Background: an optimization exercise with open tools, aiming at small area, a short achievable clock period and few clock cycles. Do not read the settings as production practice.
Only simulation tests tie the RTL to the original design; equivalence was not proved.
Power figures rest on the tool's default switching activity, not on a simulated workload.

===== flow/config.mk =====
export PLATFORM = sky130hd
export DESIGN_NAME = SimpleCPU
export DESIGN_NICKNAME = SimpleCPU
export VERILOG_FILES = /design/flow/design.v
export SDC_FILE = /design/flow/constraint.sdc
export NUM_CORES = 4
export LEC_CHECK = 0
export CAP_MARGIN = 20
export CORE_MARGIN = 2
export CORE_UTILIZATION = 40
export SETUP_SLACK_MARGIN = 0.3
export SLEW_MARGIN = 20

===== flow/design.v =====
`timescale 1ns / 1ps
module SimpleCPU(clk, rst, data_fromRAM, wrEn, addr_toRAM, data_toRAM, pCounter);
parameter SIZE = 14;
parameter K = 4;                
input clk, rst;
input wire [31:0] data_fromRAM;
output wire wrEn;
output wire [SIZE-1:0] addr_toRAM;
output wire [31:0] data_toRAM;
output wire [SIZE-1:0] pCounter;
localparam ARR = 4'd0,   
           FN  = 4'd1,   
           FC  = 4'd2,   
           RL  = 4'd3,   
           R2F = 4'd4,   
           I1  = 4'd5,   
           I2  = 4'd6,   
           Z1  = 4'd7,   
           Z2  = 4'd8,   
           ZA  = 4'd9,   
           ZT  = 4'd10,  
           ML  = 4'd11,  
           MI  = 4'd12;  
reg [3:0]  state;
reg [13:0] pc;         
reg        seq;        
reg        stale;      
reg [13:0] addr_r;
reg        we_r;
reg [31:0] dout;       
reg [13:0] wa;         
reg        wv;
reg [13:0] A_r;
reg [3:0]  op;
reg [31:0] X, Y;
reg        xarr, yarr, two, rdir, xh;
assign wrEn       = we_r & ~rst;
assign addr_toRAM = addr_r;
assign data_toRAM = dout;
assign pCounter   = pc;
wire [31:0] din = data_fromRAM;
wire [3:0]  dop = din[31:28];
wire [13:0] da  = din[27:14];
wire [13:0] db  = din[13:0];
wire [13:0] wa_e = we_r ? addr_r : wa;
wire        wv_e = we_r | wv;
wire        hitA = wv_e & (da == wa_e);
wire        hitB = wv_e & (db == wa_e);
wire [13:0] pc1   = pc + 14'd1;
wire [13:0] pcur  = seq ? pc1 : pc;
wire [13:0] pnext = pc + {12'd0, seq, ~seq};
wire        dz    = (dout == 32'd0);
wire d_imm   = dop[0] & (dop != 4'd11);
wire d_useA  = ~(dop == 4'd8 || dop == 4'd9 || dop == 4'd10 || dop == 4'd12);
wire d_useB  = ~dop[0] & (dop != 4'd12) | (dop == 4'd11);
wire d_mc    = (dop == 4'd4 || dop == 4'd5 || dop == 4'd14 || dop == 4'd15);
wire d_rA    = d_useA & ~hitA;
wire d_rB    = d_useB & ~hitB;
wire [31:0] xv = xarr ? din : X;
wire [31:0] yv = yarr ? din : Y;
wire        sub = (op == 4'd6) | (op == 4'd7);
wire [32:0] sum = {1'b0, xv} + {1'b0, yv ^ {32{sub}}} + {32'd0, sub};
reg  [31:0] res;
always @* begin
  case (op)
    4'd0, 4'd1: res = sum[31:0];
    4'd2, 4'd3: res = ~(xv & yv);
    4'd6, 4'd7: res = {31'd0, ~sum[32]};
    default:    res = yv;
  endcase
end
wire [13:0] wr_addr = (op == 4'd11) ? xv[13:0] : A_r;
wire [13:0] tgt_hit = dout[13:0] + db;
wire [13:0] tgt_rd  = din[13:0] + Y[13:0];
wire        m_shift = (op == 4'd4) | (op == 4'd5);
wire        s_big   = |yv[31:6];
wire [31:0] s_onehot = 32'd1 << yv[4:0];
wire [31:0] xv_rev;
wire [31:0] acc;
wire [31:0] acc_rev;
genvar gi;
generate
  for (gi = 0; gi < 32; gi = gi + 1) begin : g_rev
    assign xv_rev[gi]  = xv[31-gi];
    assign acc_rev[gi] = acc[31-gi];
  end
endgenerate
wire        ml_last = m_shift ? (s_big | (yv[4:0] < K)) : ((yv >> K) == 32'd0);
reg [31:0] pp;
integer j;
always @* begin
  pp = 32'd0;
  for (j = 0; j < K; j = j + 1)
    if (Y[j]) pp = pp + (X << j);
end
assign acc = dout + pp;
wire mi_last = ((Y >> K) == 32'd0);
wire mi_next_last = ((Y >> (2*K)) == 32'd0);
always @(posedge clk) begin
  if (rst) begin
    state  <= FN;
    pc     <= 14'd0;
    seq    <= 1'b0;
    stale  <= 1'b0;
    addr_r <= 14'd0;
    we_r   <= 1'b0;
    dout   <= 32'd0;
    wa     <= 14'd0;
    wv     <= 1'b0;
    A_r    <= 14'd0;
    op     <= 4'd0;
    X      <= 32'd0;
    Y      <= 32'd0;
    xarr   <= 1'b0;
    yarr   <= 1'b0;
    two    <= 1'b0;
    rdir   <= 1'b0;
    xh     <= 1'b0;
  end else begin
    we_r <= 1'b0;
    case (state)
      ARR: begin
        if (we_r) begin
          wa <= addr_r;
          wv <= 1'b1;
        end
        if (stale) begin
          pc     <= pcur;
          addr_r <= pcur;
          seq    <= 1'b0;
          stale  <= 1'b0;
          state  <= FN;
        end else begin
          op   <= dop;
          A_r  <= da;
          pc   <= pcur;
          xarr <= 1'b0;
          yarr <= 1'b0;
          two  <= 1'b0;
          xh   <= 1'b0;
          if (hitA) X <= dout;
          if (d_imm) Y <= {18'd0, db};
          else if (hitB) Y <= dout;
          case (dop)
            4'd10: begin  
              yarr <= 1'b1;
              if (hitB) begin
                addr_r <= dout[13:0];
                state  <= RL;
              end else begin
                addr_r <= db;
                state  <= I1;
              end
            end
            4'd12: begin  
              Y  <= 32'd0;
              xh <= hitA;
              if (hitB) begin
                if (!dz) begin
                  addr_r <= pnext;
                  seq    <= 1'b1;
                  state  <= FN;
                end else if (hitA) begin
                  addr_r <= dout[13:0];
                  pc     <= dout[13:0];
                  seq    <= 1'b0;
                  state  <= FN;
                end else begin
                  addr_r <= da;
                  state  <= ZA;
                end
              end else begin
                addr_r <= db;
                state  <= Z1;
              end
            end
            4'd13: begin  
              if (hitA) begin
                addr_r <= tgt_hit;
                pc     <= tgt_hit;
                seq    <= 1'b0;
                state  <= FN;
              end else begin
                addr_r <= da;
                state  <= ZA;
              end
            end
            default: begin
              if (d_rB && d_rA) begin
                addr_r <= db;
                two    <= 1'b1;
                xarr   <= 1'b1;
                state  <= R2F;
              end else if (d_rB) begin
                addr_r <= db;
                yarr   <= 1'b1;
                state  <= RL;
              end else if (d_rA) begin
                addr_r <= da;
                xarr   <= 1'b1;
                state  <= RL;
              end else if (d_mc) begin
                state  <= ML;
              end else begin
                addr_r <= pnext;
                seq    <= 1'b1;
                state  <= FC;
              end
            end
          endcase
        end
      end
      R2F: begin
        addr_r <= A_r;
        state  <= RL;
      end
      RL: begin
        if (two) Y <= din;
        if (m_shift || op == 4'd14 || op == 4'd15) begin
          state <= ML;
        end else begin
          addr_r <= pc1;
          seq    <= 1'b1;
          state  <= FC;
        end
      end
      FC: begin
        dout   <= res;
        wv     <= 1'b0;
        addr_r <= wr_addr;
        we_r   <= 1'b1;
        stale  <= (wr_addr == addr_r);
        state  <= ARR;
      end
      FN: begin
        state <= ARR;
      end
      I1: begin
        state <= I2;
      end
      I2: begin
        addr_r <= din[13:0];
        state  <= RL;
      end
      Z1: begin
        addr_r <= pc1;
        state  <= Z2;
      end
      Z2: begin
        if (din != 32'd0) begin
          seq   <= 1'b1;
          state <= ARR;
        end else if (xh) begin
          addr_r <= X[13:0];
          pc     <= X[13:0];
          seq    <= 1'b0;
          state  <= FN;
        end else begin
          addr_r <= A_r;
          state  <= ZA;
        end
      end
      ZA: begin
        state <= ZT;
      end
      ZT: begin
        addr_r <= tgt_rd;
        pc     <= tgt_rd;
        seq    <= 1'b0;
        state  <= FN;
      end
      ML: begin
        if (m_shift) begin
          Y    <= s_big ? 32'd0 : s_onehot;
          rdir <= ~yv[5];
          X    <= yv[5] ? xv : xv_rev;
        end else begin
          Y    <= yv;
          X    <= xv;
          rdir <= 1'b0;
        end
        dout <= 32'd0;
        wv   <= 1'b0;
        if (ml_last) begin
          addr_r <= pc1;
          seq    <= 1'b1;
        end
        state <= MI;
      end
      MI: begin
        X <= X << K;
        Y <= Y >> K;
        if (mi_last) begin
          dout   <= rdir ? acc_rev : acc;
          we_r   <= 1'b1;
          addr_r <= A_r;
          stale  <= (A_r == addr_r);
          state  <= ARR;
        end else begin
          dout <= acc;
          if (mi_next_last) begin
            addr_r <= pc1;
            seq    <= 1'b1;
          end
        end
      end
      default: begin
        state <= FN;
        addr_r <= pc;
        seq <= 1'b0;
      end
    endcase
  end
end
endmodule

===== flow/run.sh =====
#!/bin/bash
# synth_recipe.tcl (not shown) runs the flow's synth.tcl, then flattens the netlist and writes it again
# the make line also repeats each setting of config.mk as NAME=value (left out here)
make -C /OpenROAD-flow-scripts/flow DESIGN_CONFIG=/design/flow/config.mk WORK_HOME=/design/flow/orfs CLKGATE_MAP_FILE= SYNTH_SCRIPT=/design/flow/synth_recipe.tcl finish

===== flow/constraint.sdc =====
create_clock -name core_clock -period 15.0 [get_ports {clk}]
set_input_delay 3.0000 -clock core_clock [delete_from_list [all_inputs] [get_ports {clk}]]
set_output_delay 3.0000 -clock core_clock [all_outputs]
set_load 0.01 [all_outputs]

==> results of run 1 <==
## layout make-up
cell class / instances / area, sq um / area share (%)
well taps: 837 / 1050 / 3.84
clock buffers: 20 / 447 / 1.64
clock inverters: 11 / 116 / 0.427
inverters: 116 / 435 / 1.60
repair buffers: 198 / 1740 / 6.37
flip-flops and latches: 169 / 3390 / 12.4
multi-input cells: 2999 / 20100 / 73.7
## through the flow
stage               util (%)  instances  setup WS [ps]  instance area [sq um]
finish                  44.2       4350           5550                  27200
global route            44.2       4350           4670                  27200
CTS                     44.2       4350           5640                  27200
detailed placement      43.3       4319           5700                  26700
global placement        43.3       4319           5850                  26700
floorplan                  -       3541           6180                  24900
## worst paths after layout
check / slack [ps] / to / start
setup / recovery: 5550 / dout[31] / X[1]
hold / removal: 460 / wa[12] / wa[12]
setup reg to reg: 5550 / dout[31] / X[1]
hold reg to reg: 460 / wa[12] / wa[12]
## power by group through the flow
stage | combinational (mW) | clock [mW] | sequential (mW)
floorplan | 0.989 | 0 | 0.588
global placement | 1.49 | 0 | 0.654
detailed placement | 1.49 | 0 | 0.653
CTS | 1.50 | 0.459 | 0.643
global route | 1.65 | 0.474 | 0.654
finish | 1.57 | 0.460 | 0.654
## tightest hold or removal path: stages (launching register included)
cell and delay (ps):
dfxtp_1 310, nand2_1 50, a21oi_1 50
## state kept, by name (all words and copies together) (netlist names), 14 cells and up
name    flops
wa         14
X          32
dout       32
A_r        14
addr_r     14
Y          32
pc         14
## cell usage in the layout (no fill, tap or decap), types with 88 or more instances in the layout
cell             synthesis  final
nand2_1                354    353
a21o_1                  94     94
xnor2_1                159    159
a21oi_1                330    329
xor2_1                  88     88
buf_4                    1    103
mux2i_1                107    107
inv_1                  114    114
o21ai_0                238    238
nand3_1                 97     97
ha_1                   177    177
dfxtp_1                169    165
clkdlybuf4s50_1          0     93
nor2_1                 364    360
## metal layers
metal	vias to the layer above	track usage [%]	part of all wire, %
met5	-	0	0
met4	0	20.6	6.7
met3	428	10.7	14
met2	2077	52.7	40
met1	13600	50.1	40
li1	13100	-	-
## cell families (layout without fill, tap and decap cells)
kind of cell | count (synthesis) | after routing
AOI/OAI and AO/OA | 1257 | 1257
xor gates and xnor gates | 247 | 247
adders and majority gates | 186 | 186
buffers and inverters | 373 | 345
DFF | 169 | 169
muxes | 164 | 164
and+or+nand+nor | 1145 | 1145
==> results.toml, run 1 <==
[run_status]
status = "complete, no violations"

[logic_synthesis]
syn_area_sq_um = 24900
synth_compound_area_share_pct = 33.8
ys.flop_type = "dfxtp_1"
synthXorXnorAreaFrac_pct = 8.70
seq_area_frac_synth_pct = 13.6
syn_avg_cell_area_sq_um = 7.02
synth_top_family_by_area = "compound AO/OA/AOI/OAI gates"
synthDistinctLibCells = 106
synth_top_area_share_pct = 13.6
post-synth-top-count-cell = "nor2_1"
yosys_warnings = 1
synth_cells = 3541
synth_edf_count = 0
synth_fa_ha_area_share_pct = 9.59
yosys.area_share.simple_pct = 21.3
ys_top_cells_by_area = "dfxtp_1 (14%), ha_1 (8.9%), a21oi_1 (6.6%)"
yosys-top-cells-count = "nor2_1 (364), nand2_1 (354), a21oi_1 (330), o21ai_0 (238), clkbuf_1 (210)"
synthArstFlopShare_pct = 0
synthesis.nets = 3760
synth_seq_cells = 169
synth.area.mux_share_pct = 7.08
yosysTopAreaCell = "dfxtp_1"

[finish]
fin_nets = 3720
fillers = 6396
antennaDiodeCount = 0
syn_to_final_growth_pct = 9.50
final_layout_size_suffix_gt1_share_pct = 7.54

[detailed_routing]
wl_per_cell_microns = 28.3
drt_iter0_drc = 4867
drc = 0
avgViaCountPerCell = 6.72
drt_wl_total_microns = 123000
first_pass_iters = 10
vias = 29200
postRouteAntennaNets = 0

[worst_hold_path]
min_path_type = "reg2reg"
hold_path_depth = 2

[setup_path]
cp_slowest_cell = "dfxtp_1"
crit_arrival_ps = 9840
critPathMaxStageDelay_ps = 570
end_kind = "flop"
path_max_fanout = 9
start_kind = "flop"
reg2reg_depth = 44
worst-path-buf-inv = 2
worst-setup-path-type = "reg2reg"
cp_data_required_time_ps = 15380
cp.depth = 44
critPathTopFamily = "compound AO/OA/AOI/OAI gates"

[timing]
fmax_ghz = 0.106
setup_viol = 0
worstMarginPinSlew_ps = 1250
holdWs_ps = 457
setup_tns_ps = 0
rsz0062_at_grt = "no"
fin_crit_ps = 9450
hold_violations = 0
finalMaxSlewViolations = 0
maxSlewHeadroom_pct = 14.8
post-route-period-util_pct = 63.0
skew_ps = 21.5

[floorplanning]
rows = 91
die_w_microns = 253
ios = 95
die_h_microns = 253
die-area_sq_um = 64200
initial_core_util_pct = 40.4
core_sq_um = 61600

[global_route]
grt_max_degree = 116
grt_pass1_vias = 26400
grt_overflow = 0
track_usage_pct = 37.2
antenna_found_initial = 0
grt_pass1_wl_microns = 177000

[clocking]
clock_latency_ps = 490
htreeDepth = 4
postCtsSetupBuffers = 0
cts_root_buf = "clkbuf_16"
clkSinkCount = 169
cts_resized = 0
clk_pin_slew_ps = 80
cts_buffer_depth = 2
cts_buffers = 17
cts_hold_buf = 0
cts_tree = "done"

[power_and_ir_drop]
switching_share_pct = 52.0
power_frac_clock_pct = 17.1
pwr-share-seq_pct = 24.3
p_int_mw = 1.29
p_sw_mw = 1.40
p_leak_nw = 11.0
fin_total_pwr_mw = 2.69
power.density_nw_per_um2 = 98.6
combPwrFrac_pct = 58.5
ir_drop_uv = 78.2

[placed_design]
place_congestion = 1.04
io_buffers = 94
post-dp-hpwl_microns = 91000

[run]
maxCapViolCount = 0
Testbench counts, summed over its fixed seeds: cycles 154,647.
==> run 2, diff against run 1 <==
--- a/flow/design.v
+++ b/flow/design.v
@@ -4,2 +4,3 @@
 parameter K = 4;                
+parameter HIT = 1;              
 input clk, rst;
@@ -34,4 +35,4 @@
 reg [3:0]  op;
-reg [31:0] X, Y;
-reg        xarr, yarr, two, rdir, xh;
+reg [31:0] X, Y;       
+reg        xin, yin, yd, two, rdir, xh;
 assign wrEn       = we_r & ~rst;
@@ -45,3 +46,3 @@
 wire [13:0] wa_e = we_r ? addr_r : wa;
-wire        wv_e = we_r | wv;
+wire        wv_e = (we_r | wv) & (HIT != 0);
 wire        hitA = wv_e & (da == wa_e);
@@ -58,4 +59,4 @@
 wire d_rB    = d_useB & ~hitB;
-wire [31:0] xv = xarr ? din : X;
-wire [31:0] yv = yarr ? din : Y;
+wire [31:0] xv = xin ? din : dout;
+wire [31:0] yv = yin ? din : (yd ? dout : {18'd0, Y[13:0]});
 wire        sub = (op == 4'd6) | (op == 4'd7);
@@ -73,3 +74,3 @@
 wire [13:0] tgt_hit = dout[13:0] + db;
-wire [13:0] tgt_rd  = din[13:0] + Y[13:0];
+wire [13:0] tgt_rd  = din[13:0] + (op[0] ? Y[13:0] : 14'd0);
 wire        m_shift = (op == 4'd4) | (op == 4'd5);
@@ -88,10 +89,13 @@
 wire        ml_last = m_shift ? (s_big | (yv[4:0] < K)) : ((yv >> K) == 32'd0);
-reg [31:0] pp;
+reg [31:0] cs_s, cs_c, cs_t;
 integer j;
 always @* begin
-  pp = 32'd0;
-  for (j = 0; j < K; j = j + 1)
-    if (Y[j]) pp = pp + (X << j);
+  cs_s = dout;
+  cs_c = Y[0] ? X : 32'd0;
+  for (j = 1; j < K; j = j + 1) begin
+    cs_t = Y[j] ? (X << j) : 32'd0;
+    {cs_s, cs_c} = {cs_s ^ cs_c ^ cs_t, ((cs_s & cs_c) | (cs_s & cs_t) | (cs_c & cs_t)) << 1};
+  end
 end
-assign acc = dout + pp;
+assign acc = cs_s + cs_c;
 wire mi_last = ((Y >> K) == 32'd0);
@@ -113,4 +117,5 @@
     Y      <= 32'd0;
-    xarr   <= 1'b0;
-    yarr   <= 1'b0;
+    xin    <= 1'b0;
+    yin    <= 1'b0;
+    yd     <= 1'b0;
     two    <= 1'b0;
@@ -135,13 +140,12 @@
           A_r  <= da;
+          Y    <= {18'd0, db};
           pc   <= pcur;
-          xarr <= 1'b0;
-          yarr <= 1'b0;
+          xin  <= 1'b0;
+          yin  <= 1'b0;
+          yd   <= 1'b0;
           two  <= 1'b0;
-          xh   <= 1'b0;
-          if (hitA) X <= dout;
-          if (d_imm) Y <= {18'd0, db};
-          else if (hitB) Y <= dout;
+          xh   <= hitA;
           case (dop)
             4'd10: begin  
-              yarr <= 1'b1;
+              yin <= 1'b1;
               if (hitB) begin
@@ -155,4 +159,2 @@
             4'd12: begin  
-              Y  <= 32'd0;
-              xh <= hitA;
               if (hitB) begin
@@ -189,5 +191,5 @@
               if (d_rB && d_rA) begin
-                addr_r <= db;
+                addr_r <= da;
                 two    <= 1'b1;
-                xarr   <= 1'b1;
+                yin    <= 1'b1;
                 state  <= R2F;
@@ -195,3 +197,3 @@
                 addr_r <= db;
-                yarr   <= 1'b1;
+                yin    <= 1'b1;
                 state  <= RL;
@@ -199,10 +201,14 @@
                 addr_r <= da;
-                xarr   <= 1'b1;
+                xin    <= 1'b1;
+                yd     <= d_useB;
                 state  <= RL;
-              end else if (d_mc) begin
-                state  <= ML;
               end else begin
-                addr_r <= pnext;
-                seq    <= 1'b1;
-                state  <= FC;
+                yd <= d_useB;
+                if (d_mc) begin
+                  state  <= ML;
+                end else begin
+                  addr_r <= pnext;
+                  seq    <= 1'b1;
+                  state  <= FC;
+                end
               end
@@ -213,3 +219,3 @@
       R2F: begin
-        addr_r <= A_r;
+        addr_r <= Y[13:0];
         state  <= RL;
@@ -217,3 +223,6 @@
       RL: begin
-        if (two) Y <= din;
+        if (two) begin
+          dout <= din;
+          wv   <= 1'b0;
+        end
         if (m_shift || op == 4'd14 || op == 4'd15) begin
@@ -253,4 +262,4 @@
         end else if (xh) begin
-          addr_r <= X[13:0];
-          pc     <= X[13:0];
+          addr_r <= dout[13:0];
+          pc     <= dout[13:0];
           seq    <= 1'b0;
@@ -307,5 +316,5 @@
       default: begin
-        state <= FN;
+        state  <= FN;
         addr_r <= pc;
-        seq <= 1'b0;
+        seq    <= 1'b0;
       end
==> results.toml, run 2 <==
[timing]
skew_ps = 16.8
holdWs_ps = 457
rsz0062_at_grt = "no"
setup_tns_ps = 0
fin_ws_ps = 7740
fmax_ghz = 0.138
maxSlewHeadroom_pct = 16.9
fin_crit_ps = 7260
worstMarginPinSlew_ps = 1240
finalMaxSlewViolations = 0
setup_viol = 0
post-route-period-util_pct = 48.4
hold_violations = 0

[logic_synthesis]
syn_area_sq_um = 21900
yosysTopAreaCell = "dfxtp_1"
yosys_warnings = 1
ys.flop_type = "dfxtp_1"
synthDistinctLibCells = 96
yosys.area_share.simple_pct = 23.3
synth_edf_count = 0
ys_top_cells_by_area = "dfxtp_1 (16%), fa_1 (8.4%), nand2_1 (6.9%)"
synthXorXnorAreaFrac_pct = 7.33
synth_seq_cells = 170
synthArstFlopShare_pct = 0
synth_top_family_by_area = "compound AO/OA/AOI/OAI gates"
post-synth-top-count-cell = "nand2_1"
yosys-top-cells-count = "nand2_1 (402), nor2_1 (289), a21oi_1 (258), o21ai_0 (216), clkbuf_1 (199)"
synth.area.mux_share_pct = 4.73
synthesis.nets = 3296
synth_fa_ha_area_share_pct = 13.7
seq_area_frac_synth_pct = 15.6
synth_compound_area_share_pct = 28.1
syn_avg_cell_area_sq_um = 7.11
synth_top_area_share_pct = 15.6
synth_cells = 3078

[global_route]
grt_pass1_wl_microns = 179000
grt_use_met2_pct = 64.0
grt_max_degree = 70
grt_pass1_vias = 23800
grtUsageMet1_pct = 57.9
track_usage_pct = 44.2
busiest_layer = "met2"
grt_overflow = 0
antenna_found_initial = 5
grt_use_met3_pct = 10.6

[placed_design]
place_congestion = 1.01
post-dp-hpwl_microns = 94000
io_buffers = 94
dp_slack_ps = 7420

[setup_path]
start_kind = "input pin"
end_kind = "flop"
cpMostUsedCell = "a211oi_1"
crit_arrival_ps = 7610
path_max_fanout = 8
cp_slowest_cell = "mux2i_1"
cp_data_required_time_ps = 15350
critPathMaxStageDelay_ps = 800
crit_chain = "clkdlybuf4s50_1 -> mux2i_1 -> xor2_1 -> ha_1 -> a21oi_1 -> a21boi_0 -> a311oi_1 -> nor2_1 -> a211oi_1 -> o2bb2ai_1 -> nor3_1 -> or3_1 -> a31oi_1 -> a211oi_1"
worst-setup-path-type = "in2reg"

[clocking]
clock_latency_ps = 510
clk_pin_slew_ps = 80
postCtsSetupBuffers = 0
htreeDepth = 4
cts_hold_buf = 0
cts_buffer_depth = 2
cts_resized = 0
cts_buffers = 17
clkSinkCount = 170
cts_tree = "done"
cts_root_buf = "clkbuf_16"

[detailed_routing]
first_pass_iters = 10
drt_iter0_drc = 4161
avgViaCountPerCell = 6.86
drt_wl_total_microns = 128000
vias = 25700
postRouteAntennaNets = 0
wl_per_cell_microns = 34.1
drc = 0

[floorplanning]
rows = 85
die-area_sq_um = 56600
initial_core_util_pct = 40.6
die_h_microns = 238
ios = 95
core_sq_um = 53900
die_w_microns = 238

[power_and_ir_drop]
p_leak_nw = 9.29
power.density_nw_per_um2 = 96.3
ir_drop_uv = 101
fin_total_pwr_mw = 2.33

[finish]
fillers = 5579
syn_to_final_growth_pct = 10.4
final_common_cell = "nand2_1"
fin_nets = 3262
largestRegisters = "X: 32 flops, Y: 32 flops, dout: 32 flops"
final_layout_size_suffix_gt1_share_pct = 6.61
final_cell_mix = "nand2_1 (401), nor2_1 (287), a21oi_1 (256), o21ai_0 (215), dfxtp_1 (168)"

[run]
maxCapViolCount = 0

[run_status]
status = "complete, no violations"

[worst_hold_path]
min_path_type = "reg2reg"
==> run 2: cell types whose count changed after synthesis, sizes merged, moves of 36 or more <==
cell	change
fa	+84
and2	+61
a211oi	-47
xnor2	-61
inv	+53
nand2	+45
a21oi	-72
ha	-85
a21o	-66
mux2i	-36
nor2	-76
==> run 2: worst max-delay path, delay by kind of cell <==
| family | cells | cell delay [ps] |
|---|---|---|
| compound gates | 7 | 1930 |
| xor+xnor | 1 | 150 |
| fa+ha+maj | 1 | 450 |
| buf+inv | 1 | 740 |
| mux | 1 | 800 |
| simple gates | 3 | 510 |
==> run 2: area by class of cell <==
class | count | area [sq um] | area share [%]
Antenna cell | 1 | 2.50 | 0.0104
Tap cell | 696 | 871 | 3.60
Clock inverter | 14 | 156 | 0.647
Clock buffer | 18 | 429 | 1.78
Timing Repair Buffer | 189 | 1650 | 6.84
Sequential cell | 170 | 3410 | 14.1
Inverter | 169 | 634 | 2.63
Multi-Input combinational cell | 2497 | 17000 | 70.4
==> run 2: routing by layer <==
layer | wire, microns | vias up
met5 | 0 | -
met4 | 10400 | 0
met1 | 50100 | 12400
li1 | - | 11000
met3 | 15000 | 427
met2 | 52400 | 1945
==> run 2: final timing paths <==
check	startpoint	endpoint	slack, ps	depth (start not counted)
max	data_fromRAM[13]	dout[27]	7740	14
min	wa[9]	wa[9]	460	2
max reg2reg	Y[0]	dout[4]	8990	18
min reg2reg	wa[9]	wa[9]	460	2
==> run 2: logic make-up (layout without fill, tap and decap cells) <==
kind of cell | count (synthesis) | after routing
and+or+nand+nor | 1100 | 1100
AOI/OAI and AO/OA | 933 | 933
other | 0 | 1
buffers and inverters | 411 | 390
DFF | 170 | 170
muxes | 97 | 97
xor gates and xnor gates | 183 | 183
adders and majority gates | 184 | 184
==> run 2: report_power, final <==
group	switching [mW]	internal, mW	total, mW	leakage (nW)
combinational	0.839	0.385	1.22	7.63
sequential	0.124	0.494	0.618	1.38
clock	0.250	0.235	0.485	0.277
total	1.21	1.11	2.33	9.29
==> run 2: through the flow <==
step | instance area [sq um] | utilization [%] | cells
final | 24200 | 44.8 | 3754
after global routing | 24200 | 44.8 | 3753
after CTS | 24100 | 44.8 | 3753
after detailed placement | 23600 | 43.7 | 3721
after global placement | 23600 | 43.7 | 3721
after floorplan | 21900 | - | 3078
Testbench counts of run 2, summed over its fixed seeds: cycles 154,647.
==> run 3, diff against run 2 <==
--- a/flow/design.v
+++ b/flow/design.v
@@ -37,3 +37,4 @@
 reg        xin, yin, yd, two, rdir, xh;
-assign wrEn       = we_r & ~rst;
+reg        rst_q;      
+assign wrEn       = we_r & ~rst & ~rst_q;
 assign addr_toRAM = addr_r;
@@ -73,3 +74,2 @@
 wire [13:0] wr_addr = (op == 4'd11) ? xv[13:0] : A_r;
-wire [13:0] tgt_hit = dout[13:0] + db;
 wire [13:0] tgt_rd  = din[13:0] + (op[0] ? Y[13:0] : 14'd0);
@@ -102,4 +102,6 @@
 wire mi_next_last = ((Y >> (2*K)) == 32'd0);
+always @(posedge clk)
+  rst_q <= rst;
 always @(posedge clk) begin
-  if (rst) begin
+  if (rst_q) begin
     state  <= FN;
@@ -179,11 +181,4 @@
             4'd13: begin  
-              if (hitA) begin
-                addr_r <= tgt_hit;
-                pc     <= tgt_hit;
-                seq    <= 1'b0;
-                state  <= FN;
-              end else begin
-                addr_r <= da;
-                state  <= ZA;
-              end
+              addr_r <= da;
+              state  <= ZA;
             end
==> flow/flow/run.sh (new file) <==
#!/bin/bash
set -euo pipefail
bash standard.sh SETUP_SLACK_MARGIN=8.5 finish > standard_flow.log 2>&1
==> flow/standard.sh (new file) <==
#!/bin/bash
# synth_recipe.tcl (not shown) runs the flow's synth.tcl, then flattens the netlist and writes it again
# the make line also repeats each setting of config.mk as NAME=value (left out here)
make -C /OpenROAD-flow-scripts/flow DESIGN_CONFIG=/design/flow/config.mk WORK_HOME=/design/flow/orfs CLKGATE_MAP_FILE= SYNTH_SCRIPT=/design/flow/synth_recipe.tcl "${@:-finish}"
removed: flow/run.sh
==> results.toml, run 3 <==
[run_status]
status = "complete, no violations"

[finish]
syn_to_final_growth_pct = 11.4
final_area_sq_um = 23100
final_common_cell = "nand2_1"
fin_nets = 3041
final_cell_mix = "nand2_1 (380), nor2_1 (236), o21ai_0 (206), a21oi_1 (188), inv_1 (185)"
largestRegisters = "X: 32 flops, Y: 32 flops, dout: 32 flops"
instances_no_fill = 3531
final_layout_size_suffix_gt1_share_pct = 7.16

[power_and_ir_drop]
power.density_nw_per_um2 = 104
power_frac_clock_pct = 20.7
p_int_mw = 1.18
switching_share_pct = 51.0
fin_total_pwr_mw = 2.40
pwr-share-seq_pct = 26.9
combPwrFrac_pct = 52.3
p_sw_mw = 1.23
p_leak_nw = 8.65
ir_drop_uv = 104

[floorplanning]
initial_core_util_pct = 40.4
ios = 95
core_sq_um = 51300
rows = 83
die_w_microns = 232
die_h_microns = 232
die-area_sq_um = 53700

[timing]
skew_ps = 16.2
fmax_ghz = 0.150
holdWs_ps = 456
finalMaxSlewViolations = 0
hold_violations = 0
fin_crit_ps = 6650
worstMarginPinSlew_ps = 1190
post-route-period-util_pct = 44.3
maxSlewHeadroom_pct = 19.6
setup_tns_ps = 0
rsz0062_at_grt = "yes"
setup_viol = 0

[logic_synthesis]
post-synth-top-count-cell = "nand2_1"
syn_area_sq_um = 20700
ys.flop_type = "dfxtp_1"
synthArstFlopShare_pct = 0
yosys-top-cells-count = "nand2_1 (380), nor2_1 (242), o21ai_0 (207), a21oi_1 (192), inv_1 (185)"
synth_seq_cells = 171
synthesis.nets = 3064
yosysTopAreaCell = "dfxtp_1"
ys_top_cells_by_area = "dfxtp_1 (17%), fa_1 (8.8%), nand2_1 (6.9%)"
synth_cells = 2860
synth_top_area_share_pct = 16.5
synthDistinctLibCells = 89
synth_edf_count = 0
seq_area_frac_synth_pct = 16.5
syn_avg_cell_area_sq_um = 7.25
yosys_warnings = 1

[worst_hold_path]
min_path_type = "reg2reg"

[detailed_routing]
wl_per_cell_microns = 30.6
vias = 23700
first_pass_iters = 6
drc = 0
postRouteAntennaNets = 0
avgViaCountPerCell = 6.71
drt_wl_total_microns = 108000
drt_iter0_drc = 3697

[placed_design]
post-dp-hpwl_microns = 79500
place_congestion = 1.05
dp.cells = 3496
placed_area_sq_um = 22300
io_buffers = 94

[setup_path]
crit_arrival_ps = 7110
end_kind = "flop"
start_kind = "input pin"
critPathLaunch = "data_fromRAM[18]"
worst-setup-path-type = "in2reg"
cp-endpoint = "dout[0]"
reg2reg_depth = 18
ff2ff_setup_slack_ps = 8900
path_max_fanout = 8
rr_startpoint = "Y[1]"
reg2reg_to = "dout[6]"
cp_data_required_time_ps = 15470

[clocking]
cts_buffers = 17
cts_hold_buf = 0
htreeDepth = 4
clk_pin_slew_ps = 70
cts_root_buf = "clkbuf_16"
cts_buffer_depth = 2
cts_tree = "done"
clkSinkCount = 171
clock_latency_ps = 520

[run]
maxCapViolCount = 0

[global_route]
antenna_found_initial = 1
grt_pass1_vias = 21600
grt_pass1_wl_microns = 154000
track_usage_pct = 39.4
grt_max_degree = 68
grt_overflow = 0
-- run 3: changes by cell type after synthesis, sizes merged, moves of 13 or more --
cell,delta
a21oi,-68
a221o,+20
nor2,-46
ha,-13
inv,+17
o22ai,-21
nand3,-19
clkbuf,-18
xor2,-21
nand2,-23
a22oi,+14
nor2b,-16
-- run 3: stage by stage --
step                util (%)  setup slack [ps]
floorplan                  -              8660
finish                  45.0              8350
global route            45.0              8320
CTS                     44.8              8470
detailed placement      43.5              7080
global placement        43.5              7060
-- run 3: layer usage --
metal | up-vias | wire (microns) | GRT usage, %
met5 | - | 31 | 0.460
met4 | 2 | 6040 | 19.0
li1 | 10200 | - | -
met3 | 319 | 13900 | 12.7
met2 | 1625 | 43100 | 55.0
met1 | 11500 | 45000 | 54.2
-- run 3: logic make-up (layout without fill, tap and decap cells) --
family | after synthesis | after routing | share of synthesized area, %
buffers and inverters | 404 | 394 | 7.58
muxes | 101 | 101 | 5.09
AOI/OAI and AO/OA | 865 | 865 | 28.0
DFF | 171 | 171 | 16.5
adders and majority gates | 170 | 170 | 13.6
and+or+nand+nor | 980 | 980 | 22.1
other | 0 | 1 | 0
xor gates and xnor gates | 169 | 169 | 7.14
-- run 3: worst min path at each step --
| stage | start | end | slack [ps] | cells past startpoint |
|---|---|---|---|---|
| CTS | wa[4] | wa[4] | 460 | 2 |
| finish | wa[4] | wa[4] | 460 | 2 |
| floorplan | wa[12] | wa[12] | 440 | 2 |
| detailed placement | wa[4] | wa[4] | 450 | 2 |
| global placement | wa[2] | wa[2] | 440 | 2 |
| global route | wa[4] | wa[4] | 470 | 2 |
-- run 3: power by group through the flow --
stage               logic [mW]  clock network (mW)  registers, mW
global route              1.31               0.518          0.648
global placement          1.19                   0          0.647
CTS                       1.20               0.501          0.638
floorplan                0.727                   0          0.583
detailed placement        1.19                   0          0.648
finish                    1.26               0.498          0.648
-- run 3: worst max-delay path: stages --
cell and delay (ps):
clkdlybuf4s50_1 740, a21oi_1 710, xor2_1 140, ha_1 270
a21oi_1 230, o21ai_0 140, a211oi_1 250, o21a_1 190
o221ai_1 180, a2111oi_1 500, nor3_1 150, a2111oi_0 450
a211o_1 150
-- run 3: layout make-up --
type	instances	area, sq um
clock inverters	14	178
repair buffers	177	1550
clock buffers	18	439
diodes	1	2.50
fillers	5372	28200
well taps	680	851
inverters	185	694
multi-input cells	2285	15900
flip-flops and latches	171	3430
-- run 3: what timing repair did --
item	4_1_cts	5_1_grt
pin swaps	1	2
setup endpoints to repair	28	34
hold endpoints to repair	0	0
resized for setup	23	16
setup buffers	0	1
Testbench counts of run 3, summed over its fixed seeds: cycles 154,775.
==> run 4, diff against run 3 <==
--- a/flow/design.v
+++ b/flow/design.v
@@ -46,6 +46,5 @@
 wire [13:0] db  = din[13:0];
-wire [13:0] wa_e = we_r ? addr_r : wa;
-wire        wv_e = (we_r | wv) & (HIT != 0);
-wire        hitA = wv_e & (da == wa_e);
-wire        hitB = wv_e & (db == wa_e);
+wire        wv_e = wv & (HIT != 0);
+wire        hitA = wv_e & (da == wa);
+wire        hitB = wv_e & (db == wa);
 wire [13:0] pc1   = pc + 14'd1;
@@ -88,4 +87,9 @@
 endgenerate
-wire        ml_last = m_shift ? (s_big | (yv[4:0] < K)) : ((yv >> K) == 32'd0);
-reg [31:0] cs_s, cs_c, cs_t;
+wire [31:0] y_load  = m_shift ? (s_big ? 32'd0 : s_onehot) : yv;
+wire signed [31:0] y_loads = y_load;
+wire [31:0] yl_k    = y_loads >>> K;
+wire        ml_last = (yl_k == {32{y_load[K-1]}});
+reg        cb;
+reg [31:0] cs_s, cs_c, cs_t, cs_n;
+reg        b2, b1, b0, bneg, bone, btwo;
 integer j;
@@ -93,11 +97,27 @@
   cs_s = dout;
-  cs_c = Y[0] ? X : 32'd0;
-  for (j = 1; j < K; j = j + 1) begin
-    cs_t = Y[j] ? (X << j) : 32'd0;
-    {cs_s, cs_c} = {cs_s ^ cs_c ^ cs_t, ((cs_s & cs_c) | (cs_s & cs_t) | (cs_c & cs_t)) << 1};
+  cs_c = 32'd0;
+  cs_n = 32'd0;
+  for (j = 0; j < K/2; j = j + 1) begin
+    b2 = Y[2*j+1];
+    b1 = Y[2*j];
+    b0 = (j == 0) ? cb : Y[2*j-1];
+    bneg = b2 & ~(b1 & b0);
+    bone = b1 ^ b0;
+    btwo = (b2 & ~b1 & ~b0) | (~b2 & b1 & b0);
+    cs_t = ((bone ? X : 32'd0) | (btwo ? (X << 1) : 32'd0)) << (2*j);
+    cs_t = cs_t ^ {32{bneg}};
+    cs_n[j] = bneg;
+    if (j == 0) begin
+      cs_c = cs_t;
+    end else begin
+      {cs_s, cs_c} = {cs_s ^ cs_c ^ cs_t, (((cs_s & cs_c) | (cs_s & cs_t) | (cs_c & cs_t)) << 1) | {31'd0, cs_n[j-1]}};
+    end
   end
 end
-assign acc = cs_s + cs_c;
-wire mi_last = ((Y >> K) == 32'd0);
-wire mi_next_last = ((Y >> (2*K)) == 32'd0);
+assign acc = cs_s + cs_c + {31'd0, cs_n[K/2-1]};
+wire signed [31:0] Ys = Y;
+wire [31:0] y_k  = Ys >>> K;
+wire [31:0] y_2k = Ys >>> (2*K);
+wire mi_last      = (y_k  == {32{Y[K-1]}});
+wire mi_next_last = (y_2k == {32{Y[2*K-1]}});
 always @(posedge clk)
@@ -125,2 +145,3 @@
     xh     <= 1'b0;
+    cb     <= 1'b0;
   end else begin
@@ -129,6 +150,2 @@
       ARR: begin
-        if (we_r) begin
-          wa <= addr_r;
-          wv <= 1'b1;
-        end
         if (stale) begin
@@ -232,3 +249,4 @@
         dout   <= res;
-        wv     <= 1'b0;
+        wa     <= wr_addr;
+        wv     <= 1'b1;
         addr_r <= wr_addr;
@@ -276,4 +294,5 @@
       ML: begin
+        Y    <= y_load;
+        cb   <= 1'b0;
         if (m_shift) begin
-          Y    <= s_big ? 32'd0 : s_onehot;
           rdir <= ~yv[5];
@@ -281,3 +300,2 @@
         end else begin
-          Y    <= yv;
           X    <= xv;
@@ -294,6 +312,9 @@
       MI: begin
-        X <= X << K;
-        Y <= Y >> K;
+        X  <= X << K;
+        Y  <= y_k;
+        cb <= Y[K-1];
         if (mi_last) begin
           dout   <= rdir ? acc_rev : acc;
+          wa     <= A_r;
+          wv     <= 1'b1;
           we_r   <= 1'b1;
==> results.toml, run 4 <==
[setup_path]
cp_slowest_cell = "ha_1"
worst-setup-path-type = "in2reg"
reg2reg_depth = 17
crit_chain = "clkdlybuf4s50_1 -> buf_4 -> nand2_1 -> o21a_2 -> inv_1 -> ha_1 -> a211o_1 -> nor3_2 -> a2111oi_4 -> o21ai_2 -> a31oi_2 -> a221oi_1 -> mux2i_1 -> a221o_1"
path_max_fanout = 10
critPathLaunch = "data_fromRAM[11]"
crit_arrival_ps = 6960
critPathMaxStageDelay_ps = 440
rr_startpoint = "Y[0]"
end_kind = "flop"
start_kind = "input pin"
cp_data_required_time_ps = 15410

[detailed_routing]
postRouteAntennaNets = 0
drt_iter0_drc = 3685
vias = 25100
wl_per_cell_microns = 35.0
drc = 0
drt_wl_total_microns = 125000
avgViaCountPerCell = 7.02
first_pass_iters = 7

[finish]
final_layout_size_suffix_gt1_share_pct = 9.33
fin_nets = 3030
syn_to_final_growth_pct = 12.7
final_common_cell = "nand2_1"
multi_input_area_sq_um = 16000
final_cell_mix = "nand2_1 (341), nor2_1 (242), a21oi_1 (239), dfxtp_1 (169), xnor2_1 (155)"
fillers = 5374
largestRegisters = "X: 32 flops, Y: 32 flops, dout: 32 flops"
instances_no_fill = 3576
regArea_sq_um = 3450

[power_and_ir_drop]
ir_drop_uv = 111
p_sw_mw = 2.17
power.density_nw_per_um2 = 161
p_leak_nw = 8.77
switching_share_pct = 58.2
power_frac_clock_pct = 13.3
p_int_mw = 1.55
pwr-share-seq_pct = 18.3
combPwrFrac_pct = 68.4

[global_route]
grt_overflow = 0
antenna_found_initial = 5
grt_max_degree = 66
track_usage_pct = 46.1
grt_pass1_wl_microns = 176000
grt_pass1_vias = 23500

[logic_synthesis]
yosys.area_share.simple_pct = 21.0
syn_avg_cell_area_sq_um = 7.12
syn_area_sq_um = 20600
synth_cells = 2888
synthDistinctLibCells = 91
synth.area.mux_share_pct = 4.26
synth_seq_cells = 172
synth_top_area_share_pct = 16.8
synth_edf_count = 0
synth_compound_area_share_pct = 32.7
seq_area_frac_synth_pct = 16.8
synthXorXnorAreaFrac_pct = 10.1
yosys_warnings = 1
synth_fa_ha_area_share_pct = 8.39
ys_top_cells_by_area = "dfxtp_1 (17%), xnor2_1 (6.6%), nand2_1 (6.3%)"
yosys-top-cells-count = "nand2_1 (343), nor2_1 (247), a21oi_1 (240), clkbuf_1 (200), dfxtp_1 (172)"
synth_top_family_by_area = "compound AO/OA/AOI/OAI gates"
synthArstFlopShare_pct = 0
ys.flop_type = "dfxtp_1"
post-synth-top-count-cell = "nand2_1"
yosysTopAreaCell = "dfxtp_1"
synthesis.nets = 3038

[floorplanning]
rows = 83
ios = 95
die_h_microns = 231
core_sq_um = 51100
initial_core_util_pct = 40.2
die-area_sq_um = 53200
die_w_microns = 231

[placed_design]
post-dp-hpwl_microns = 91200
place_congestion = 1.06
io_buffers = 94
dp.cells = 3534
dp_slack_ps = 6880

[timing]
fin_ws_ps = 8450
post-route-period-util_pct = 43.7
fin_crit_ps = 6550
rsz0062_at_grt = "yes"
fmax_ghz = 0.153
setup_tns_ps = 0
skew_ps = 20.7
worstMarginPinSlew_ps = 1180
setup_viol = 0
hold_violations = 0
finalMaxSlewViolations = 0
maxSlewHeadroom_pct = 20.6

[worst_hold_path]
hold_path_depth = 2
hp-start = "two"
min_path_type = "reg2reg"

[clocking]
cts_buffer_depth = 2
cts_buffers = 17
cts_root_buf = "clkbuf_16"
clk_pin_slew_ps = 90
clkSinkCount = 172
htreeDepth = 4
cts_hold_buf = 0
cts_tree = "done"
clock_latency_ps = 520

[run]
maxCapViolCount = 0

[run_status]
status = "complete, no violations"
## run 4: cell types whose count changed in the layout (fill, tap and decap cells not counted), moves of 28 or more
cell,delta
o21ai_0,-52
buf_4,+41
fa_1,-56
o211ai_1,+28
inv_1,-83
a222oi_1,-31
and2_1,-66
a22oi_1,+103
a21oi_1,+51
nand2_1,-39
xnor2_1,+50
## run 4: path summary, 6_finish.rpt
path | to | slack, ps
worst min-delay path | two | 470
worst max register to register | dout[30] | 8630
worst min register to register | two | 470
worst max-delay path | dout[30] | 8450
## run 4: repair_timing
item	in CTS	in global routing
resized for setup	36	36
cloned	0	0
pin swaps	2	1
buffers inserted	4	2
endpoints found under the setup margin	38	39
## run 4: through the flow
| step | total power, mW | hold WS (ps) | instance area (sq um) | util, % |
|---|---|---|---|---|
| after floorplan | 2.08 | 436 | 20600 | - |
| after global placement | 3.07 | 453 | 22300 | 43.7 |
| after detailed placement | 3.07 | 461 | 22300 | 43.7 |
| after CTS | 3.58 | 475 | 23000 | 45.1 |
| after global routing | 3.83 | 520 | 23100 | 45.3 |
| final | 3.72 | 473 | 23200 | 45.3 |
## run 4: cell families after synthesis
logic type | count (synthesis)
compound gates | 993
xor+xnor | 237
fa+ha+maj | 117
buf+inv | 351
flops | 172
mux | 82
simple gates | 936
## run 4: power by group through the flow
stage | Sequential [mW] | Combinational [mW] | Clock, mW
after floorplan | 0.605 | 1.47 | 0
after global placement | 0.677 | 2.39 | 0
after detailed placement | 0.678 | 2.39 | 0
after CTS | 0.668 | 2.41 | 0.500
after global routing | 0.679 | 2.63 | 0.513
final | 0.681 | 2.54 | 0.495
## run 4: layout make-up
class                      instances  share of cell area (%)
clock inverter                    15                   0.805
timing repair buffer             219                    8.12
inverter                         105                    1.72
multi-input combinational       2365                    68.9
sequential                       172                    14.9
antenna                            3                  0.0324
clock buffer                      17                    1.84
tap                              680                    3.67
## run 4: worst max-delay path, delay by kind of cell
family / cells / cell delay (ps)
simple gates: 2 / 490
fa+ha+maj: 1 / 440
compound gates: 7 / 1970
buf+inv: 3 / 890
mux: 1 / 130
## run 4: per-layer routing
metal	track usage [%]	vias to the layer above	wire length (microns)
met5	0.460	-	47
met4	39.9	4	13000
met3	12.3	567	13600
met2	69.0	1890	52600
met1	54.4	12000	45800
li1	-	10600	-
Testbench counts of run 4, summed over its fixed seeds: cycles 154,534.
==> run 5, diff against run 4 <==
--- a/flow/design.v
+++ b/flow/design.v
@@ -38,3 +38,3 @@
 reg        rst_q;      
-assign wrEn       = we_r & ~rst & ~rst_q;
+assign wrEn       = we_r & ~rst;
 assign addr_toRAM = addr_r;
@@ -73,3 +73,3 @@
 wire [13:0] wr_addr = (op == 4'd11) ? xv[13:0] : A_r;
-wire [13:0] tgt_rd  = din[13:0] + (op[0] ? Y[13:0] : 14'd0);
+wire [13:0] tgt_rd  = sum[13:0];    
 wire        m_shift = (op == 4'd4) | (op == 4'd5);
@@ -124,2 +124,7 @@
   rst_q <= rst;
+always @(posedge clk)
+  if (state == ML)
+    X <= (m_shift & ~yv[5]) ? xv_rev : xv;
+  else
+    X <= X << K;
 always @(posedge clk) begin
@@ -137,3 +142,2 @@
     op     <= 4'd0;
-    X      <= 32'd0;
     Y      <= 32'd0;
@@ -152,3 +156,2 @@
           pc     <= pcur;
-          addr_r <= pcur;
           seq    <= 1'b0;
@@ -178,2 +181,4 @@
             4'd12: begin  
+              Y   <= 32'd0;
+              xin <= 1'b1;
               if (hitB) begin
@@ -198,2 +203,3 @@
             4'd13: begin  
+              xin    <= 1'b1;
               addr_r <= da;
@@ -252,3 +258,3 @@
         addr_r <= wr_addr;
-        we_r   <= 1'b1;
+        we_r   <= ~rst;
         stale  <= (wr_addr == addr_r);
@@ -296,9 +302,3 @@
         cb   <= 1'b0;
-        if (m_shift) begin
-          rdir <= ~yv[5];
-          X    <= yv[5] ? xv : xv_rev;
-        end else begin
-          X    <= xv;
-          rdir <= 1'b0;
-        end
+        rdir <= m_shift & ~yv[5];
         dout <= 32'd0;
@@ -312,3 +312,2 @@
       MI: begin
-        X  <= X << K;
         Y  <= y_k;
@@ -319,3 +318,3 @@
           wv     <= 1'b1;
-          we_r   <= 1'b1;
+          we_r   <= ~rst;
           addr_r <= A_r;
@@ -333,3 +332,2 @@
         state  <= FN;
-        addr_r <= pc;
         seq    <= 1'b0;
==> flow/flow/run.sh (replaced) <==
#!/bin/bash
set -euo pipefail
bash standard.sh SETUP_SLACK_MARGIN=9 finish > standard_flow.log 2>&1
==> results.toml, run 5 <==
[floorplanning]
die-area_sq_um = 49700
core_sq_um = 47500
ios = 95
rows = 80
die_h_microns = 223
die_w_microns = 223
initial_core_util_pct = 40.3

[setup_path]
crit_chain = "buf_8 -> nor2b_4 -> buf_6"
cp_slowest_cell = "buf_6"
worst-setup-path-type = "in2out"
path_max_fanout = 2
end_kind = "output pin"
ff2ff_setup_slack_ps = 9300
reg2reg_depth = 17
rr_startpoint = "Y[0]"
reg2reg_to = "dout[29]"
start_kind = "input pin"
cp_data_required_time_ps = 12000
critPathMaxStageDelay_ps = 110
crit_arrival_ps = 3310

[timing]
rsz0062_at_grt = "yes"
worstMarginPinSlew_ps = 1280
setup_tns_ps = 0
skew_ps = 22.4
fmax_ghz = 0.159
fin_ws_ps = 8690
hold_violations = 0
fin_crit_ps = 6310
finalMaxSlewViolations = 0
maxSlewHeadroom_pct = 14.2
setup_viol = 0
post-route-period-util_pct = 42.0

[clocking]
cts_hold_buf = 0
clock_latency_ps = 530
cts_root_buf = "clkbuf_16"
clk_pin_slew_ps = 80
htreeDepth = 4
clkSinkCount = 172
cts_buffer_depth = 2
cts_buffers = 17
cts_tree = "done"

[detailed_routing]
first_pass_iters = 8
wl_per_cell_microns = 32.6
drt_iter0_drc = 4250
postRouteAntennaNets = 0
avgViaCountPerCell = 7.01
vias = 24400
drt_wl_total_microns = 114000
drc = 0

[placed_design]
dp.cells = 3293
post-dp-hpwl_microns = 79500
placed_area_sq_um = 21000
io_buffers = 94
place_congestion = 1.05
dp_slack_ps = 7220

[global_route]
grt_pass1_vias = 22400
track_usage_pct = 44.1
grt_pass1_wl_microns = 159000
grt_overflow = 0
antenna_found_initial = 4
grt_max_degree = 68

[finish]
instances_no_fill = 3480
largestRegisters = "X: 32 flops, Y: 32 flops, dout: 32 flops"
final_layout_size_suffix_gt1_share_pct = 17.8
final_area_sq_um = 24100
syn_to_final_growth_pct = 25.8
fin_nets = 2982
final_common_cell = "nand2_1"
final_cell_mix = "nand2_1 (271), nor2_1 (256), buf_4 (211), a21oi_1 (190), dfxtp_1 (168)"

[worst_hold_path]
hp-start = "op[0]"
whs_endpoint = "op[0]"
hold_path_depth = 2
min_path_type = "reg2reg"

[power_and_ir_drop]
fin_total_pwr_mw = 3.30
p_leak_nw = 9.27
power.density_nw_per_um2 = 137
ir_drop_uv = 90.7

[logic_synthesis]
syn_area_sq_um = 19200
synthArstFlopShare_pct = 0
synthDistinctLibCells = 75
synthesis.nets = 2832
ys_top_cells_by_area = "dfxtp_1 (18%), nand2_1 (5.6%), a21oi_1 (5.5%)"
syn_avg_cell_area_sq_um = 7.11
seq_area_frac_synth_pct = 18.0
yosys_warnings = 1
synth_seq_cells = 172
synth_edf_count = 0
yosys-top-cells-count = "nand2_1 (284), nor2_1 (261), a21oi_1 (210), clkbuf_1 (190), o21ai_0 (177)"
ys.flop_type = "dfxtp_1"
yosysTopAreaCell = "dfxtp_1"
post-synth-top-count-cell = "nand2_1"
synth_cells = 2697
synth_top_area_share_pct = 18.0

[run_status]
status = "complete, no violations"

[run]
maxCapViolCount = 0
## run 5: cell count changes in the layout (fill, tap and decap cells not counted), moves of 27 or more
cell / delta
a211oi_1: +27
a21oi_1: -49
a22oi_1: -57
buf_4: +88
nand2_1: -70
o211ai_1: -27
xnor2_1: -53
## run 5: metrics by stage
| step | hold slack, ps | util [%] |
|---|---|---|
| 3_5_place_dp | 454 | 44.2 |
| 3_3_place_gp | 444 | 44.2 |
| 4_1_cts | 466 | 48.5 |
| 5_1_grt | 521 | 50.7 |
| 6_report | 472 | 50.7 |
| 2_1_floorplan | 437 | - |
## run 5: what timing repair did
| action | in CTS | in global routing |
|---|---|---|
| cloned | 1 | 1 |
| buffers inserted | 92 | 54 |
| gates resized for setup | 210 | 147 |
| setup endpoints to repair | 62 | 52 |
| pin swaps | 60 | 63 |
## run 5: worst max-delay path by stage
stage / from / to / slack (ps) / cells after the start
2_1_floorplan: data_fromRAM[15] / addr_r[6] / 8810 / 13
3_3_place_gp: data_fromRAM[31] / addr_r[2] / 7230 / 12
3_5_place_dp: data_fromRAM[31] / addr_r[1] / 7220 / 12
4_1_cts: rst / wrEn / 8690 / 3
5_1_grt: rst / wrEn / 8690 / 3
6_report: rst / wrEn / 8690 / 3
## run 5: routing by layer
layer	global-route usage [%]	routed length [microns]	part of all wire (%)	vias to the layer above
met2	63.8	46600	41	1899
met4	30.7	9770	8.6	4
met3	16.1	15300	13	536
li1	-	-	-	10300
met5	1.37	70	0.062	-
met1	54.0	41800	37	11600
## run 5: logic make-up after synthesis
kind of cell | Yosys count | synth area share [%]
AO/OA/AOI/OAI | 938 | 32.7
adder cells (fa/ha/maj) | 101 | 7.93
AND/OR/NAND/NOR | 879 | 21.3
multiplexers | 77 | 4.13
flip-flops | 172 | 18.0
XOR/XNOR | 214 | 9.78
buffers and inverters | 316 | 6.28
## run 5: layout make-up
type	count	area, sq um
Clock inverter	13	171
Antenna cell	5	12.5
Inverter	102	385
Clock buffer	19	453
Timing Repair Buffer	344	3140
Multi-Input combinational cell	2210	15700
Fill cell	4654	23400
Tap cell	615	769
Sequential cell	172	3450
## run 5: report_power, final
part | switching (mW) | internal (mW) | total [mW]
Combinational | 1.37 | 0.758 | 2.13
Sequential | 0.150 | 0.512 | 0.662
Clock | 0.242 | 0.262 | 0.504
Total | 1.77 | 1.53 | 3.30
## run 5: critical path, delay by kind of cell
kind                   cells  cell delay (ps)
AND/OR/NAND/NOR            1              100
buffers and inverters      2              210
Testbench counts of run 5, summed over its fixed seeds: cycles 154,534.
==> run 6, diff against run 5 <==
--- a/flow/design.v
+++ b/flow/design.v
@@ -76,3 +76,3 @@
 wire        s_big   = |yv[31:6];
-wire [31:0] s_onehot = 32'd1 << yv[4:0];
+wire [31:0] s_onehot = 32'd1 << yv[2:0];    
 wire [31:0] xv_rev;
@@ -124,5 +124,6 @@
   rst_q <= rst;
+wire [31:0] x_load = (m_shift & ~yv[5]) ? xv_rev : xv;
 always @(posedge clk)
   if (state == ML)
-    X <= (m_shift & ~yv[5]) ? xv_rev : xv;
+    X <= m_shift ? (x_load << {yv[4:3], 3'd0}) : x_load;
   else
==> results.toml, run 6 <==
[run_status]
status = "complete, no violations"

[timing]
skew_ps = 16.3
finalMaxSlewViolations = 0
fin_crit_ps = 6300
setup_viol = 0
worstMarginPinSlew_ps = 1320
rsz0062_at_grt = "yes"
setup_tns_ps = 0
maxSlewHeadroom_pct = 11.4
hold_violations = 0
post-route-period-util_pct = 42.0
fmax_ghz = 0.159

[floorplanning]
die_w_microns = 225
die-area_sq_um = 50500
ios = 95
rows = 80
initial_core_util_pct = 40.7
core_sq_um = 47900
die_h_microns = 225

[detailed_routing]
drt_wl_total_microns = 119000
postRouteAntennaNets = 0
wl_per_cell_microns = 35.2
avgViaCountPerCell = 7.16
drt_iter0_drc = 3465
drc = 0
vias = 24300
first_pass_iters = 8

[logic_synthesis]
synth.area.mux_share_pct = 4.20
synth_fa_ha_area_share_pct = 7.79
synthXorXnorAreaFrac_pct = 9.84
synthArstFlopShare_pct = 0
yosys_warnings = 1
synthDistinctLibCells = 93
ys_top_cells_by_area = "dfxtp_1 (18%), xnor2_1 (7.2%), a21oi_1 (6.6%)"
yosys.area_share.simple_pct = 20.7
synth_top_area_share_pct = 17.7
synth_cells = 2759
synthesis.nets = 2894
ys.flop_type = "dfxtp_1"
yosys-top-cells-count = "nand2_1 (281), nor2_1 (271), a21oi_1 (257), clkbuf_1 (192), dfxtp_1 (172)"
synth_top_family_by_area = "compound AO/OA/AOI/OAI gates"
syn_avg_cell_area_sq_um = 7.07
synth_edf_count = 0
yosysTopAreaCell = "dfxtp_1"
syn_area_sq_um = 19500
seq_area_frac_synth_pct = 17.7
synth_seq_cells = 172
synth_compound_area_share_pct = 33.1
post-synth-top-count-cell = "nand2_1"

[clocking]
cts_buffer_depth = 2
clkSinkCount = 172
htreeDepth = 4
clk_pin_slew_ps = 80
cts_buffers = 17
cts_hold_buf = 0
clock_latency_ps = 530
cts_root_buf = "clkbuf_16"
cts_tree = "done"

[worst_hold_path]
whs_endpoint = "op[0]"
hold_path_depth = 2
min_path_type = "reg2reg"
hp-start = "op[0]"

[setup_path]
ff2ff_setup_slack_ps = 9270
worst-path-buf-inv = 2
rr_startpoint = "Y[1]"
start_kind = "input pin"
crit_chain = "buf_8 -> nor2b_4 -> buf_6"
critPathMaxStageDelay_ps = 100
crit_arrival_ps = 3300
worst-setup-path-type = "in2out"
cp_data_required_time_ps = 12000
reg2reg_depth = 18
end_kind = "output pin"
cp_slowest_cell = "buf_8"
path_max_fanout = 2
reg2reg_to = "dout[29]"
critPathTopFamily = "buffers and inverters"

[power_and_ir_drop]
power_frac_clock_pct = 14.4
pwr-share-seq_pct = 19.1
switching_share_pct = 56.9
p_leak_nw = 8.22
ir_drop_uv = 109
p_sw_mw = 1.90
combPwrFrac_pct = 66.5
p_int_mw = 1.44
power.density_nw_per_um2 = 150

[global_route]
grt_overflow = 0
grt_max_degree = 67
grt_pass1_wl_microns = 167000
grt_pass1_vias = 22200
antenna_found_initial = 6
track_usage_pct = 46.3

[finish]
final_layout_size_suffix_gt1_share_pct = 10.6
final_area_sq_um = 22200
final_cell_mix = "nand2_1 (281), nor2_1 (265), a21oi_1 (254), dfxtp_1 (169), o21ai_0 (163)"
fin_nets = 2892
instances_no_fill = 3389
final_common_cell = "nand2_1"
largestRegisters = "X: 32 flops, Y: 32 flops, dout: 32 flops"
syn_to_final_growth_pct = 14.1
fillers = 4975

[placed_design]
post-dp-hpwl_microns = 89500
io_buffers = 94
place_congestion = 1.10
dp.cells = 3331
placed_area_sq_um = 21100

[run]
maxCapViolCount = 0
run 6: how the worst max path moves through the flow:
stage | slack, ps | endpoint | start | cells past startpoint
after floorplan | 8890 | wrEn | rst | 1
after global placement | 7510 | addr_r[11] | data_fromRAM[18] | 11
after detailed placement | 7490 | dout[28] | data_fromRAM[0] | 14
after CTS | 8700 | wrEn | rst | 3
after global routing | 8690 | wrEn | rst | 3
final | 8700 | wrEn | rst | 3
run 6: stage by stage:
| stage | util (%) | setup WS [ps] | hold WS, ps | total power [mW] |
|---|---|---|---|---|
| 2_1_floorplan | - | 8890 | 432 | 1.83 |
| 3_3_place_gp | 44.0 | 7510 | 445 | 2.66 |
| 3_5_place_dp | 44.0 | 7490 | 456 | 2.67 |
| 4_1_cts | 46.0 | 8700 | 468 | 3.20 |
| 5_1_grt | 46.4 | 8690 | 485 | 3.43 |
| 6_report | 46.4 | 8700 | 472 | 3.34 |
run 6: routing by layer:
metal	wire length [microns]	vias up	GRT usage, %
met5	18	-	0
met2	49800	1933	68.6
met1	43200	11600	55.2
met3	14500	544	14.4
met4	11700	4	37.2
li1	-	10200	-
run 6: power groups by stage:
stage | clock network [mW] | logic [mW] | registers (mW)
5_1_grt | 0.497 | 2.30 | 0.637
2_1_floorplan | 0 | 1.23 | 0.593
6_report | 0.481 | 2.22 | 0.637
3_5_place_dp | 0 | 2.03 | 0.639
3_3_place_gp | 0 | 2.03 | 0.638
4_1_cts | 0.481 | 2.09 | 0.629
run 6: cell type report:
type                    count  area, sq um  share of cell area, %
clock inverters            15          154                  0.692
well taps                 615          769                   3.46
clock buffers              17          425                   1.91
flip-flops and latches    172         3450                   15.5
diodes                      4         10.0                 0.0450
inverters                 113          424                   1.91
multi-input cells        2250        15200                   68.4
repair buffers            203         1790                   8.06
run 6: logic make-up after synthesis:
family                     count (synthesis)
AOI/OAI and AO/OA                        974
and+or+nand+nor                          876
buffers and inverters                    338
xor gates and xnor gates                 219
DFF                                      172
adders and majority gates                101
muxes                                     79
run 6: what timing repair did:
action / CTS / global route
buffers inserted: 12 / 6
endpoints found under the setup margin: 69 / 45
gates resized for setup: 118 / 67
endpoints found under the hold margin: 0 / 0
cloned: 2 / 1
pin swaps: 10 / 8
run 6: worst min-delay path, cell delays in order, from the launching register on:
cell     delay, ps
dfxtp_1        320
nand2_1         50
a21oi_1         50
Testbench counts of run 6, summed over its fixed seeds: cycles 149,944.
==> run 7, diff against run 6 <==
--- a/flow/design.v
+++ b/flow/design.v
@@ -26,3 +26,2 @@
 reg [13:0] pc;         
-reg        seq;        
 reg        stale;      
@@ -50,4 +49,2 @@
 wire [13:0] pc1   = pc + 14'd1;
-wire [13:0] pcur  = seq ? pc1 : pc;
-wire [13:0] pnext = pc + {12'd0, seq, ~seq};
 wire        dz    = (dout == 32'd0);
@@ -134,3 +131,2 @@
     pc     <= 14'd0;
-    seq    <= 1'b0;
     stale  <= 1'b0;
@@ -156,4 +152,2 @@
         if (stale) begin
-          pc     <= pcur;
-          seq    <= 1'b0;
           stale  <= 1'b0;
@@ -164,3 +158,2 @@
           Y    <= {18'd0, db};
-          pc   <= pcur;
           xin  <= 1'b0;
@@ -186,4 +179,4 @@
                 if (!dz) begin
-                  addr_r <= pnext;
-                  seq    <= 1'b1;
+                  addr_r <= pc1;
+                  pc     <= pc1;
                   state  <= FN;
@@ -192,3 +185,2 @@
                   pc     <= dout[13:0];
-                  seq    <= 1'b0;
                   state  <= FN;
@@ -228,4 +220,4 @@
                 end else begin
-                  addr_r <= pnext;
-                  seq    <= 1'b1;
+                  addr_r <= pc1;
+                  pc     <= pc1;
                   state  <= FC;
@@ -250,3 +242,3 @@
           addr_r <= pc1;
-          seq    <= 1'b1;
+          pc     <= pc1;
           state  <= FC;
@@ -279,3 +271,3 @@
         if (din != 32'd0) begin
-          seq   <= 1'b1;
+          pc    <= pc1;
           state <= ARR;
@@ -284,3 +276,2 @@
           pc     <= dout[13:0];
-          seq    <= 1'b0;
           state  <= FN;
@@ -297,3 +288,2 @@
         pc     <= tgt_rd;
-        seq    <= 1'b0;
         state  <= FN;
@@ -308,3 +298,3 @@
           addr_r <= pc1;
-          seq    <= 1'b1;
+          pc     <= pc1;
         end
@@ -327,3 +317,3 @@
             addr_r <= pc1;
-            seq    <= 1'b1;
+            pc     <= pc1;
           end
@@ -333,3 +323,2 @@
         state  <= FN;
-        seq    <= 1'b0;
       end
==> flow/flow/run.sh (replaced) <==
#!/bin/bash
set -euo pipefail
bash standard.sh SETUP_SLACK_MARGIN=9 "BUFFER_PORTS_ARGS=-buffer_cell sky130_fd_sc_hd__buf_1" finish > standard_flow.log 2>&1
==> results.toml, run 7 <==
[logic_synthesis]
synthesis.nets = 2745
ys_top_cells_by_area = "dfxtp_1 (18%), xnor2_1 (7.2%), nand2_1 (6.3%)"
syn_area_sq_um = 18700
synth_cells = 2613
yosys-top-cells-count = "nand2_1 (312), nor2_1 (238), a21oi_1 (219), o21ai_0 (202), dfxtp_1 (171)"
yosysTopAreaCell = "dfxtp_1"
seq_area_frac_synth_pct = 18.3
ys.flop_type = "dfxtp_1"
synth_top_area_share_pct = 18.3
yosys_warnings = 1
synth_seq_cells = 171
synth_edf_count = 0
synthDistinctLibCells = 88
post-synth-top-count-cell = "nand2_1"
syn_avg_cell_area_sq_um = 7.16
synthArstFlopShare_pct = 0

[power_and_ir_drop]
ir_drop_uv = 88.4
power.density_nw_per_um2 = 140
p_leak_nw = 7.91

[clocking]
clkSinkCount = 171
cts_buffer_depth = 2
clk_pin_slew_ps = 80
htreeDepth = 4
cts_hold_buf = 0
cts_tree = "done"
cts_buffers = 17
clock_latency_ps = 520
cts_root_buf = "clkbuf_16"

[detailed_routing]
drt_iter0_drc = 3786
wl_per_cell_microns = 33.8
avgViaCountPerCell = 7.04
vias = 23000
drt_wl_total_microns = 110000
postRouteAntennaNets = 0
first_pass_iters = 7
drc = 0

[floorplanning]
die_h_microns = 220
initial_core_util_pct = 40.4
core_sq_um = 46400
die-area_sq_um = 48500
rows = 79
ios = 95
die_w_microns = 220

[timing]
skew_ps = 13.7
post-route-period-util_pct = 42.2
fin_crit_ps = 6330
rsz0062_at_grt = "yes"
setup_tns_ps = 0
setup_viol = 0
maxSlewHeadroom_pct = 18.1
hold_violations = 0
holdWs_ps = 470
finalMaxSlewViolations = 0
fmax_ghz = 0.158
worstMarginPinSlew_ps = 1220

[setup_path]
cp_data_required_time_ps = 12000
worst-setup-path-type = "in2out"
reg2reg_depth = 16
end_kind = "output pin"
start_kind = "input pin"
path_max_fanout = 2
crit_arrival_ps = 3330

[finish]
final_cell_mix = "nand2_1 (307), nor2_1 (232), a21oi_1 (215), o21ai_0 (190), dfxtp_1 (168)"
syn_to_final_growth_pct = 12.7
instances_no_fill = 3261
final_common_cell = "nand2_1"
final_layout_size_suffix_gt1_share_pct = 11.4
largestRegisters = "X: 32 flops, Y: 32 flops, dout: 32 flops"
fin_nets = 2768
fillers = 4856

[global_route]
grt_max_degree = 71
grt_pass1_wl_microns = 151000
antenna_found_initial = 4
grtUsageMet1_pct = 60.5
grt_overflow = 0
track_usage_pct = 44.0
grt_use_met2_pct = 60.2
grt_use_met3_pct = 16.5
grt_pass1_vias = 20200
busiest_layer = "met1"

[worst_hold_path]
hold_path_depth = 2
min_path_type = "reg2reg"

[placed_design]
place_congestion = 1.04
dp.cells = 3202
io_buffers = 94
post-dp-hpwl_microns = 81700

[run]
maxCapViolCount = 0

[run_status]
status = "complete, no violations"
run 7: cell count changes in the layout (fill, tap and decap cells not counted), sizes merged, moves of 31 or more:
cell           change
o21ai             +33
clkdlybuf4s50     -62
a21oi             -38
o22ai             -31
nand2             +31
buf               +95
run 7: where the power goes:
group	switching, mW	internal [mW]
logic	1.26	0.581
clock network	0.251	0.221
registers	0.134	0.505
total	1.65	1.31
run 7: final cells by class:
cell class | instances | area [sq um] | share of cell area (%)
multi-input combinational | 2135 | 14600 | 69.2
sequential | 171 | 3430 | 16.3
timing repair buffer | 214 | 1360 | 6.44
tap | 607 | 759 | 3.60
clock buffer | 17 | 425 | 2.02
inverter | 97 | 368 | 1.74
clock inverter | 15 | 149 | 0.706
antenna | 5 | 12.5 | 0.0593
run 7: logic make-up (layout without fill, tap and decap cells):
group	count (synthesis)	after routing	synth area share (%)
xor gates and xnor gates	208	208	9.85
muxes	88	88	4.82
DFF	171	171	18.3
adders and majority gates	98	98	7.87
buffers and inverters	308	343	6.54
and+or+nand+nor	807	807	19.4
AOI/OAI and AO/OA	933	934	33.2
other	0	5	0
run 7: metrics by stage:
step	total power, mW	area [sq um]	setup slack [ps]	utilization [%]
CTS	2.80	20700	8700	44.7
global placement	2.30	19800	7640	42.8
detailed placement	2.30	19900	7600	42.8
floorplan	1.63	18800	8890	-
finish	2.96	21100	8670	45.5
global route	3.03	21100	8670	45.5
run 7: what timing repair did:
action	in CTS	in global routing
hold endpoints to repair	0	0
gates resized for setup	57	63
setup endpoints to repair	56	55
setup buffers	10	10
gates cloned	0	2
pin swaps	7	20
run 7: path summary, 6_finish.rpt:
check / startpoint / to / slack (ps)
min: two / two / 470
max: rst / wrEn / 8670
max reg2reg: Y[3] / dout[11] / 9080
min reg2reg: two / two / 470
run 7: layer usage:
| metal | vias up | share of wire [%] |
|---|---|---|
| li1 | 9657 | - |
| met4 | 2 | 5.7 |
| met2 | 1823 | 39 |
| met3 | 364 | 14 |
| met1 | 11100 | 41 |
| met5 | - | 0.015 |
run 7: worst max-delay path, cell delays in order:
cell and delay (ps):
buf_8 100, nor2b_4 120, buf_6 110
Testbench counts of run 7, summed over its fixed seeds: cycles 149,944.

Re-timed with assumed drivers on the ports (clkbuf_16 on the clock, buf_2 on other inputs), run 7 has 8.624 ns of setup slack against 8.667 ns with ideal ports, and 8.446 ns once port delays also move by the mid clock arrival of 0.570 ns.
